This is an optimization exercise on Yosys and OpenROAD, whose aim is small area, not a production implementation.
The RTL was checked by simulation tests, not by an equivalence proof against the original design.
No activity file was given, so power comes from the tool's default toggle rates.

==> module clock_divider, before the edit <==
module clock_divider(
    input clk,
    input rst_n,
    input upd,
    output note_nf,     
    output note_0,      
    output noise_nf     
    );
    localparam integer P_NOTE = 125000;
    localparam integer P_NOISE = 61025;
    localparam [6:0] NOTE_FR = P_NOTE / 1024 - 1;
    localparam [6:0] NOTE_PH = (P_NOTE % 1024) / 8;
    localparam [5:0] NOISE_FR = P_NOISE / 1024 - 1;
    localparam [9:0] NOISE_PH = P_NOISE % 1024;
    localparam [5:0] NOISE_FR0 = (P_NOISE - 1022) / 1024;
    localparam [9:0] NOISE_PH0 = (P_NOISE - 1022) % 1024;
    reg [6:0] fc;
    reg [6:0] fp;
    assign note_nf = fc == 7'd0;
    assign note_0 = note_nf & (fp == 7'd0);
    wire ld = upd & note_nf;
    wire [7:0] fp_sum = fp + (ld ? NOTE_PH : 7'd0);
    always @(posedge clk) begin
        if (~rst_n) begin
            fc <= NOTE_FR;
            fp <= NOTE_PH;
        end else begin
            fc <= ld ? NOTE_FR + fp_sum[7] : fc - upd;
            fp <= fp_sum[6:0];
        end
    end
    reg [5:0] nc;
    reg [9:0] np;
    assign noise_nf = nc == 6'd0;
    wire nld = upd & noise_nf;
    wire [10:0] np_sum = np + (nld ? NOISE_PH : 10'd0);
    always @(posedge clk) begin
        if (~rst_n) begin
            nc <= NOISE_FR0;
            np <= NOISE_PH0;
        end else begin
            nc <= nld ? NOISE_FR + np_sum[10] : nc - upd;
            np <= np_sum[9:0];
        end
    end
endmodule
==> module synth_top, before the edit <==
module synth_top(
    input clk,
    input rst,
    input btnL,
    input [15:0] sw,
    output [3:0] led,
    output pmod_1,   
    output pmod_2,   
    output pmod_4    
    );
    assign led = sw[3:0];
    assign pmod_2 = 1'b1;
    assign pmod_4 = 1'b1;
    wire rst_n;
    button br(clk, rst, rst_n);
    reg [9:0] ph;
    always @(posedge clk) ph <= rst_n ? ph + 10'd1 : 10'd0;
    wire upd = ph == 10'd1022;    
    wire ph0 = ph == 10'd0;       
    wire ns_win;
    debounce dn(clk, rst_n, upd, btnL, ns_win);
    wire note_nf, note_0, noise_nf;
    clock_divider cd(clk, rst_n, upd, note_nf, note_0, noise_nf);
    reg [4:0] sp;
    always @(posedge clk)
        sp <= rst_n ? sp + (upd & note_nf) : 5'd0;
    wire p1s, p2s;
    pulse1_gen pwg1(clk, rst_n, upd, note_nf, note_0, sp[1:0], p1s);
    pulse2_gen pwg2(clk, rst_n, upd, note_nf, sp, p2s);
    wire [6:0] env;
    AD_envelope_gen noise_ad(clk, rst_n, upd, ns_win, env);
    wire [7:0] lfsr;
    noise_gen ng(clk, rst_n, upd, noise_nf, lfsr);
    wire [7:0] tri_v;
    wire [7:0] noise_q;
    wire noise_c;
    triangle_wave_gen twg(clk, rst_n, upd, ph0, ph, note_nf, note_0, sp[1], sp[0],
                          lfsr, env, tri_v, noise_q, noise_c);
    wire [7:0] duty;
    wire nz;
    mixer mx(clk, rst_n, upd, sw[3:0], sp, p1s, p2s, tri_v, noise_q, noise_c, duty, nz);
    PWM_gen audio_out(clk, rst_n, ph0, ph[7:0], duty, nz, pmod_1);
endmodule
clock: 100.0 ns
lec_check: 0
abc_area: 1
cap_margin: 20
core_margin: 2
core_utilization: 60
slew_margin: 20
standard.sh (not shown) runs the stock make flow with config.mk's settings and CLKGATE_MAP_FILE= SYNTH_SCRIPT=/design/flow/synth_recipe.tcl, a recipe that flattens the netlist after the stock synthesis.
==> flow/flow/run.sh <==
#!/bin/bash
# Layout flow: the standard synthesis; then the combinational logic of
# its netlist is re-mapped by ABC with area-oriented scripts (every register
# instance is kept as it is: same name, same cell) and the smallest result
# is kept; then the standard layout steps from floorplan to finish.
# Clock tree synthesis uses clkbuf_8 buffers and no dummy loads; ports are
# buffered with buf_1.
set -uo pipefail
HERE=$(pwd)
R=$HERE/orfs/results/sky130hd/synth_top/base
LIB=$FLOW_HOME/platforms/sky130hd/lib/sky130_fd_sc_hd__tt_025C_1v80.lib
YOSYS=$FLOW_HOME/../tools/install/yosys/bin/yosys
[ -x "$YOSYS" ] || YOSYS=yosys

export CTS_ARGS="-sink_clustering_enable -repair_clock_nets -buf_list sky130_fd_sc_hd__clkbuf_8 -dont_use_dummy_load"
export BUFFER_PORTS_ARGS="-buffer_cell sky130_fd_sc_hd__buf_1"

bash standard.sh synth > 1_standard_synth.log 2>&1 || exit 1
cp $R/1_2_yosys.v standard_1_2_yosys.v
grep -o '^ *sky130_fd_sc_hd__e\?dfxtp_1 [^ ]*' standard_1_2_yosys.v | sed 's/^ *//' | sort > regs_standard.txt

# remap N SCRIPT: writes remap_N.v and its area to remap_N.area
remap() {
    cat > remap_$1.ys <<EOY
read_liberty -ignore_miss_func $LIB
read_verilog $HERE/standard_1_2_yosys.v
hierarchy -top synth_top
setattr -mod -set keep_hierarchy 1 sky130_fd_sc_hd__dfxtp_1 sky130_fd_sc_hd__edfxtp_1 sky130_fd_sc_hd__conb_1
flatten
opt_clean
abc -liberty $LIB -dont_use sky130_fd_sc_hd__lpflow_bleeder_1 -dont_use sky130_fd_sc_hd__lpflow_clkbufkapwr_1 -dont_use sky130_fd_sc_hd__lpflow_clkbufkapwr_16 -dont_use sky130_fd_sc_hd__lpflow_clkbufkapwr_2 -dont_use sky130_fd_sc_hd__lpflow_clkbufkapwr_4 -dont_use sky130_fd_sc_hd__lpflow_clkbufkapwr_8 -dont_use sky130_fd_sc_hd__lpflow_clkinvkapwr_1 -dont_use sky130_fd_sc_hd__lpflow_clkinvkapwr_16 -dont_use sky130_fd_sc_hd__lpflow_clkinvkapwr_2 -dont_use sky130_fd_sc_hd__lpflow_clkinvkapwr_4 -dont_use sky130_fd_sc_hd__lpflow_clkinvkapwr_8 -dont_use sky130_fd_sc_hd__lpflow_decapkapwr_12 -dont_use sky130_fd_sc_hd__lpflow_decapkapwr_3 -dont_use sky130_fd_sc_hd__lpflow_decapkapwr_4 -dont_use sky130_fd_sc_hd__lpflow_decapkapwr_6 -dont_use sky130_fd_sc_hd__lpflow_decapkapwr_8 -dont_use sky130_fd_sc_hd__lpflow_inputiso0n_1 -dont_use sky130_fd_sc_hd__lpflow_inputiso0p_1 -dont_use sky130_fd_sc_hd__lpflow_inputiso1n_1 -dont_use sky130_fd_sc_hd__lpflow_inputiso1p_1 -dont_use sky130_fd_sc_hd__lpflow_inputisolatch_1 -dont_use sky130_fd_sc_hd__lpflow_isobufsrc_1 -dont_use sky130_fd_sc_hd__lpflow_isobufsrc_16 -dont_use sky130_fd_sc_hd__lpflow_isobufsrc_2 -dont_use sky130_fd_sc_hd__lpflow_isobufsrc_4 -dont_use sky130_fd_sc_hd__lpflow_isobufsrc_8 -dont_use sky130_fd_sc_hd__lpflow_isobufsrckapwr_16 -dont_use sky130_fd_sc_hd__lpflow_lsbuf_lh_hl_isowell_tap_1 -dont_use sky130_fd_sc_hd__lpflow_lsbuf_lh_hl_isowell_tap_2 -dont_use sky130_fd_sc_hd__lpflow_lsbuf_lh_hl_isowell_tap_4 -dont_use sky130_fd_sc_hd__lpflow_lsbuf_lh_isowell_4 -dont_use sky130_fd_sc_hd__lpflow_lsbuf_lh_isowell_tap_1 -dont_use sky130_fd_sc_hd__lpflow_lsbuf_lh_isowell_tap_2 -dont_use sky130_fd_sc_hd__lpflow_lsbuf_lh_isowell_tap_4 -dont_use sky130_fd_sc_hd__probe_p_8 -dont_use sky130_fd_sc_hd__probec_p_8  -script "$2"
opt_clean -purge
hilomap -singleton -hicell sky130_fd_sc_hd__conb_1 HI -locell sky130_fd_sc_hd__conb_1 LO
insbuf -buf sky130_fd_sc_hd__buf_4 A X
splitnets
opt_clean -purge
tee -o $HERE/remap_$1.stat stat -liberty $LIB
select synth_top
write_verilog -noattr -nohex -nodec -selected $HERE/remap_$1.v
EOY
    rm -f remap_$1.area
    if timeout 1200 "$YOSYS" -l 1_remap_$1_yosys.log -s remap_$1.ys > /dev/null 2>&1; then
        grep -o '^ *sky130_fd_sc_hd__e\?dfxtp_1 [^ ]*' remap_$1.v | sed 's/^ *//' | sort > regs_remap_$1.txt
        if [ -s regs_standard.txt ] && cmp -s regs_standard.txt regs_remap_$1.txt; then
            grep "Chip area" remap_$1.stat | tail -1 | awk '{print $NF}' > remap_$1.area
        fi
    fi
}

remap 0 "+&get -n;&st;&dc2;&dc2;&dch -f;&nf -a -R 1000;&put"
remap 1 "+&get -n;&st;&deepsyn -T 240 -o;&dch -f;&nf -a -R 1000;&put" &
remap 2 "+&get -n;&st;&deepsyn -T 240;&dch -f;&nf -a -R 1000;&put" &
remap 3 "+&get -n;&st;&deepsyn -T 240 -S 7;&dch -f;&nf -a -R 1000;&put" &
remap 4 "+&get -n;&st;&dc2;&deepsyn -T 240 -S 3;&dch -f;&nf -a -R 1000;&put" &
wait

best=""
for n in 0 1 2 3 4; do
    if [ -s remap_$n.area ]; then
        a=$(cat remap_$n.area)
        echo "remap $n: $a" >> remap_result.txt
        if [ -z "$best" ] || awk -v a="$a" -v b="$(cat remap_$best.area)" 'BEGIN{exit !(a < b)}'; then best=$n; fi
    else
        echo "remap $n: rejected" >> remap_result.txt
    fi
done
if [ -n "$best" ]; then
    echo "using remap $best" >> remap_result.txt
    cp remap_$best.v $R/1_2_yosys.v
    rm -f $R/1_synth.odb $R/1_synth.sdc
else
    echo "using the standard netlist" >> remap_result.txt
fi

bash standard.sh > 2_standard_layout.log 2>&1
Rerun with:
--- a/flow/design.v
+++ b/flow/design.v
@@ -28,7 +28,8 @@
     input upd,
     output note_nf,     
     output note_0,      
-    output noise_nf     
+    output noise_nf,    
+    output [4:0] sp     
     );
     localparam integer P_NOTE = 125000;
     localparam integer P_NOISE = 61025;
@@ -43,6 +44,18 @@
     assign note_nf = fc == 7'd0;
     assign note_0 = note_nf & (fp == 7'd0);
     wire ld = upd & note_nf;
+    function [6:0] inv128;
+        input [6:0] x;
+        integer i;
+        begin
+            inv128 = 7'd0;
+            for (i = 0; i < 128; i = i + 1)
+                if (((x * i) % 128) == 1)
+                    inv128 = i;
+        end
+    endfunction
+    localparam [6:0] NOTE_INV = inv128(NOTE_PH);
+    assign sp = fp[4:0] * NOTE_INV[4:0] - 5'd1;
     wire [7:0] fp_sum = fp + (ld ? NOTE_PH : 7'd0);
     always @(posedge clk) begin
         if (~rst_n) begin
@@ -413,10 +426,8 @@
     wire ns_win;
     debounce dn(clk, rst_n, upd, btnL, ns_win);
     wire note_nf, note_0, noise_nf;
-    clock_divider cd(clk, rst_n, upd, note_nf, note_0, noise_nf);
-    reg [4:0] sp;
-    always @(posedge clk)
-        sp <= rst_n ? sp + (upd & note_nf) : 5'd0;
+    wire [4:0] sp;
+    clock_divider cd(clk, rst_n, upd, note_nf, note_0, noise_nf, sp);
     wire p1s, p2s;
     pulse1_gen pwg1(clk, rst_n, upd, note_nf, note_0, sp[1:0], p1s);
     pulse2_gen pwg2(clk, rst_n, upd, note_nf, sp, p2s);
After rerunning: Routed wire length hardly moves. Critical path depth does not change. Cell count decreases by 1.8%. Power increases by 1.4%. Worst hold slack improves by 17 ps. Non-clock buffer count decreases by 3.

-- afterwards: timing with drivers on the ports --
How much do the figures lean on ideal ports? The routed layouts below were timed once more, with nothing changed but the port constraints.
Step 1 (the two cells are an assumption about what drives the block):
set clk [get_ports {clk}]
set_driving_cell -lib_cell sky130_fd_sc_hd__clkbuf_16 $clk
set_driving_cell -lib_cell sky130_fd_sc_hd__buf_2 [delete_from_list [all_inputs] $clk]
Step 2 moves the port delays by t, midway between the first and last clock arrival at a register: inputs arrive t later, outputs are due t later. That takes back most of the time a late clock gives input paths.
Three values: ideal, step 1, step 2; two values: the first two.
run	t, ns	setup WS [ns]	slew at the worst register clock pin (ns)
the first run	0.471	59.565 / 59.541 / 59.541	0.08 / 0.08
the second run	0.467	59.475 / 59.448 / 59.448	0.08 / 0.08
After both steps every run listed still meets setup and hold. The setup slack of the second run, which loses most, moves by -0.027 ns with the drivers and by -0.027 ns with both steps.
